This is an optimization exercise on Yosys and OpenROAD, whose aim is small area and a short achievable clock period, not a production implementation.
In this exercise RTL edits were held to simulation tests only and were not proved equivalent to the original.
Power is estimated from default activity; no workload was simulated.

==> inputs of wip/violet <==
// mul
module mul(
    input         mul_clk,
    input         resetn,
    input         mul_signed,
    input  [31:0] x,
    input  [31:0] y,
    input         de_to_ex_valid,
    input         ex_allowin,
    output [63:0] result
);
    wire en = de_to_ex_valid & ex_allowin;
    wire n0 = mul_signed & x[31];
    wire n1 = mul_signed & y[31];
    wire n2 = y[1] & ~y[0];
    wire n3 = (y[0] & x[0]) ^ y[1];
    wire n4 = ((y[0] & x[1]) | (n2 & x[0])) ^ y[1];
    wire n5 = ((y[0] & x[2]) | (n2 & x[1])) ^ y[1];
    wire n6 = ((y[0] & x[3]) | (n2 & x[2])) ^ y[1];
    wire n7 = ((y[0] & x[4]) | (n2 & x[3])) ^ y[1];
    wire n8 = ((y[0] & x[5]) | (n2 & x[4])) ^ y[1];
    wire n9 = ((y[0] & x[6]) | (n2 & x[5])) ^ y[1];
    wire n10 = ((y[0] & x[7]) | (n2 & x[6])) ^ y[1];
    wire n11 = ((y[0] & x[8]) | (n2 & x[7])) ^ y[1];
    wire n12 = ((y[0] & x[9]) | (n2 & x[8])) ^ y[1];
    wire n13 = ((y[0] & x[10]) | (n2 & x[9])) ^ y[1];
    wire n14 = ((y[0] & x[11]) | (n2 & x[10])) ^ y[1];
    wire n15 = ((y[0] & x[12]) | (n2 & x[11])) ^ y[1];
    wire n16 = ((y[0] & x[13]) | (n2 & x[12])) ^ y[1];
    wire n17 = ((y[0] & x[14]) | (n2 & x[13])) ^ y[1];
    wire n18 = ((y[0] & x[15]) | (n2 & x[14])) ^ y[1];
  ...
Settings: LEC_CHECK=0, CAP_MARGIN=20, CORE_MARGIN=2, CORE_UTILIZATION=40, SLEW_MARGIN=20; clock period 12.0 ns.
run.sh (not shown) runs the stock make flow with config.mk's settings and CLKGATE_MAP_FILE= SYNTH_SCRIPT=/design/flow/synth_recipe.tcl, a recipe that flattens the netlist after the stock synthesis.
==> wip/nickel (differences from wip/violet) <==
- ABC_AREA: not set -> 1
==> wip/ember (differences from wip/violet) <==
==> flow/flow/run.sh (new file) <==
#!/bin/bash
# The standard ORFS layout, with extra make settings:
#  - SYNTH_ARGS=-noabc: no abc -fast before full-adder extraction, so the
#    carry-save tree maps onto full-adder cells without polarity inverters
#  - ABC_AREA=1: area-oriented technology mapping
#  - SETUP_SLACK_MARGIN: repair timing towards a shorter period than the clock
#  - port buffers of a fixed, stronger type
set -euo pipefail
MARGIN=${MARGIN:-6}
bash standard.sh finish \
  SYNTH_ARGS=-noabc \
  ABC_AREA=1 \
  SETUP_SLACK_MARGIN=$MARGIN \
  "BUFFER_PORTS_ARGS=-buffer_cell sky130_fd_sc_hd__buf_4" > make_finish.log 2>&1
==> flow/standard.sh (new file) <==
#!/bin/bash
# synth_recipe.tcl (not shown) runs the flow's synth.tcl, then flattens the netlist and writes it again
# the make line also repeats each setting of config.mk as NAME=value (left out here)
make -C /OpenROAD-flow-scripts/flow DESIGN_CONFIG=/design/flow/config.mk WORK_HOME=/design/flow/orfs CLKGATE_MAP_FILE= SYNTH_SCRIPT=/design/flow/synth_recipe.tcl "${@:-finish}"
removed: flow/run.sh
==> reports/results.ini <==
[run_status]
outcome=timing/DRC/antenna clean

[routing]
viasPerCell=6.352

[cells_and_area]
layout_commonest_cell=inv_1

[synthesis]
synthesis.area_sq_um=38420

[setup_path]
cp_slowest_cell=o2bb2ai_2

[timing]
fmax_mhz=123.3

# the run above: wip/violet

==> reports/results.ini <==
[cells_and_area]
layout_commonest_cell=xor2_1

[synthesis]
yosysSeqAreaShare_pct=15.38
synth_area_leaders=fa_1 (33%), xor2_1 (17%), edfxtp_1 (15%), o22ai_1 (11%), ha_1 (5.1%)
synthSimpleGateAreaFrac_pct=7.160
synthesis.area_sq_um=28500

[die]
die_h_um=270.9
core_sq_um=70270

[setup_path]
cp_slowest_cell=o21ai_4

[routing]
viasPerCell=6.207

[timing]
fmax_mhz=166.5

[run_status]
outcome=timing/DRC/antenna clean

# the run above: wip/ember

==> reports/results.ini <==
[synthesis]
synth_area_leaders=fa_1 (31%), xor2_1 (16%), edfxtp_1 (15%), o22ai_1 (11%), inv_1 (8.0%)
synthesis.area_sq_um=30010

[cells_and_area]
layout_commonest_cell=inv_1

[setup_path]
cp_slowest_stage_delay_ns=0.72
cp_slowest_cell=clkinv_1

[routing]
postRouteAntennaNets=0

[global_routing]
globalRouteMet3Util_pct=5.837

[run_status]
outcome=timing/DRC/antenna clean

[timing]
fmax_mhz=128.8

# the run above: wip/nickel


========
==> 10-19 <==
Another version of the RTL of mul (not shown whole).
==> flow/config.mk <==
export PLATFORM = sky130hd
export DESIGN_NAME = mul
export DESIGN_NICKNAME = mul
export VERILOG_FILES = /design/flow/design.v
export SDC_FILE = /design/flow/constraint.sdc
export NUM_CORES = 4
export LEC_CHECK = 0
export CAP_MARGIN = 20
export CORE_MARGIN = 2
export CORE_UTILIZATION = 40
export SLEW_MARGIN = 20
==> flow/constraint.sdc <==
create_clock -name core_clock -period 12.0 [get_ports {mul_clk}]
set_input_delay 2.4000 -clock core_clock [delete_from_list [all_inputs] [get_ports {mul_clk}]]
set_output_delay 2.4000 -clock core_clock [all_outputs]
set_load 0.01 [all_outputs]
standard.sh (not shown) runs the stock make flow with config.mk's settings and CLKGATE_MAP_FILE= SYNTH_SCRIPT=/design/flow/synth_recipe.tcl, a recipe that flattens the netlist after the stock synthesis.
==> flow/flow/run.sh <==
#!/bin/bash
# The standard ORFS layout, with extra make settings:
#  - SYNTH_ARGS=-noabc: no abc -fast before full-adder extraction, so the
#    carry-save tree maps onto full-adder cells without polarity inverters
#  - ABC_AREA=1: area-oriented technology mapping
#  - SETUP_SLACK_MARGIN: repair timing towards a shorter period than the clock
#  - port buffers of a fixed, stronger type
set -euo pipefail
MARGIN=${MARGIN:-6.2}
bash standard.sh finish \
  SYNTH_ARGS=-noabc \
  ABC_AREA=1 \
  SETUP_SLACK_MARGIN=$MARGIN \
  CORE_UTILIZATION=55 \
  "BUFFER_PORTS_ARGS=-buffer_cell sky130_fd_sc_hd__buf_4" > make_finish.log 2>&1
==> 07-26: changes against 10-19 <==
==> flow/run.sh (new file) <==
#!/bin/bash
# synth_recipe.tcl (not shown) runs the flow's synth.tcl, then flattens the netlist and writes it again
# the make line also repeats each setting of config.mk as NAME=value (left out here)
make -C /OpenROAD-flow-scripts/flow DESIGN_CONFIG=/design/flow/config.mk WORK_HOME=/design/flow/orfs CLKGATE_MAP_FILE= SYNTH_SCRIPT=/design/flow/synth_recipe.tcl finish
Settings changed: ABC_AREA from default to 1, CORE_UTILIZATION 40 to 55, CTS_BUF_LIST from default to sky130_fd_sc_hd__clkbuf_8, SETUP_SLACK_MARGIN from default to 5.
removed: flow/flow/run.sh
removed: flow/standard.sh
==> 07-03: changes against 10-19 <==
--- a/flow/flow/run.sh
+++ b/flow/flow/run.sh
@@ -5,5 +5,5 @@
 #  - ABC_AREA=1: area-oriented technology mapping
 #  - SETUP_SLACK_MARGIN: repair timing towards a shorter period than the clock
-#  - port buffers of a fixed, stronger type
+#  - port buffers of a fixed, stronger type; clock tree from clkbuf_8
 set -euo pipefail
 MARGIN=${MARGIN:-6.2}
@@ -13,3 +13,4 @@
   SETUP_SLACK_MARGIN=$MARGIN \
   CORE_UTILIZATION=55 \
+  CTS_BUF_LIST=sky130_fd_sc_hd__clkbuf_8 \
   "BUFFER_PORTS_ARGS=-buffer_cell sky130_fd_sc_hd__buf_4" > make_finish.log 2>&1
==> summary of the runs <==
Via count: 07-03 is smaller than 10-19 (1.3%). In 07-03 the core utilization is lower than in 10-19, by 1.0 points. Against 10-19, the setup slack of 07-03 is better by 0.0033 ns. First-iteration DRC count: 10-19 > 07-03 > 07-26. The lowest sequential share of layout area belongs to 10-19, the highest to 07-03. Between 07-26 and 10-19, the lower final area is in 07-26 (gap 0.58%, measured against 10-19).
==> figures <==
quantity	10-19	07-26	07-03
Result of the run	complete, no violations	complete, no violations	complete, no violations
Share of the final layout cell area in sequential cells	12.70%	12.78%	12.91%
Pre-CTS setup slack	4.673 ns	3.548 ns	4.673 ns
Hold Path End	r12	r127	r12
Sequential group power	1.30 mW	1.29 mW	1.30 mW
Slowest cell on the critical path	sky130_fd_sc_hd__fa_2	sky130_fd_sc_hd__nand2_2	sky130_fd_sc_hd__fa_1
Portion of the layout cell area used by non-clock buffers	8.740%	6.811%	7.865%
Inverter count	247	632	246
Fraction of area in clock buffers and inverters	1.757%	1.487%	1.175%
Count of cells resized by post-cts repair	120	11	90
Starting Density	55.95%	55.38%	55.95%
Total wirelength of the detailed-routed design	101.8 mm	96.11 mm	99.14 mm
Horizontal extent of the die	230.4 um	236.1 um	230.4 um

[what the ideal ports hide]
No port has a modelled driver above. Below, the same layouts with a new extraction and two added sets of constraints.
Step 1 sets driving cells, clkbuf_16 on the clock port and buf_2 on the other inputs (assumed; they add their load-dependent delay and slew).
Step 2 adds t to the input delays and takes it off the output delays; t is the mean of the earliest and latest rising clock arrival at the registers after step 1. Input paths then give back, and output paths get back, about the clock's delay inside the block.
a / b / c = ideal ports / drivers / drivers and shift; a / b = the first two.
run | t, ns | setup WS [ns] | cell pins on the clock port's net
wip/violet | 0.568 | 3.892 / 3.825 / 3.723 | 1
wip/nickel | 0.557 | 4.234 / 4.275 / 3.718 | 1
wip/ember | 0.542 | 5.993 / 5.918 / 5.376 | 1
10-19 | 0.550 | 6.212 / 6.062 / 5.512 | 1
07-26 | 0.637 | 4.988 / 5.020 / 4.384 | 1
07-03 | 0.625 | 6.215 / 6.132 / 5.508 | 1
After both steps every run listed still meets setup and hold. The setup slack of 07-03, which loses most, moves by -0.083 ns with the drivers and by -0.707 ns with both steps.
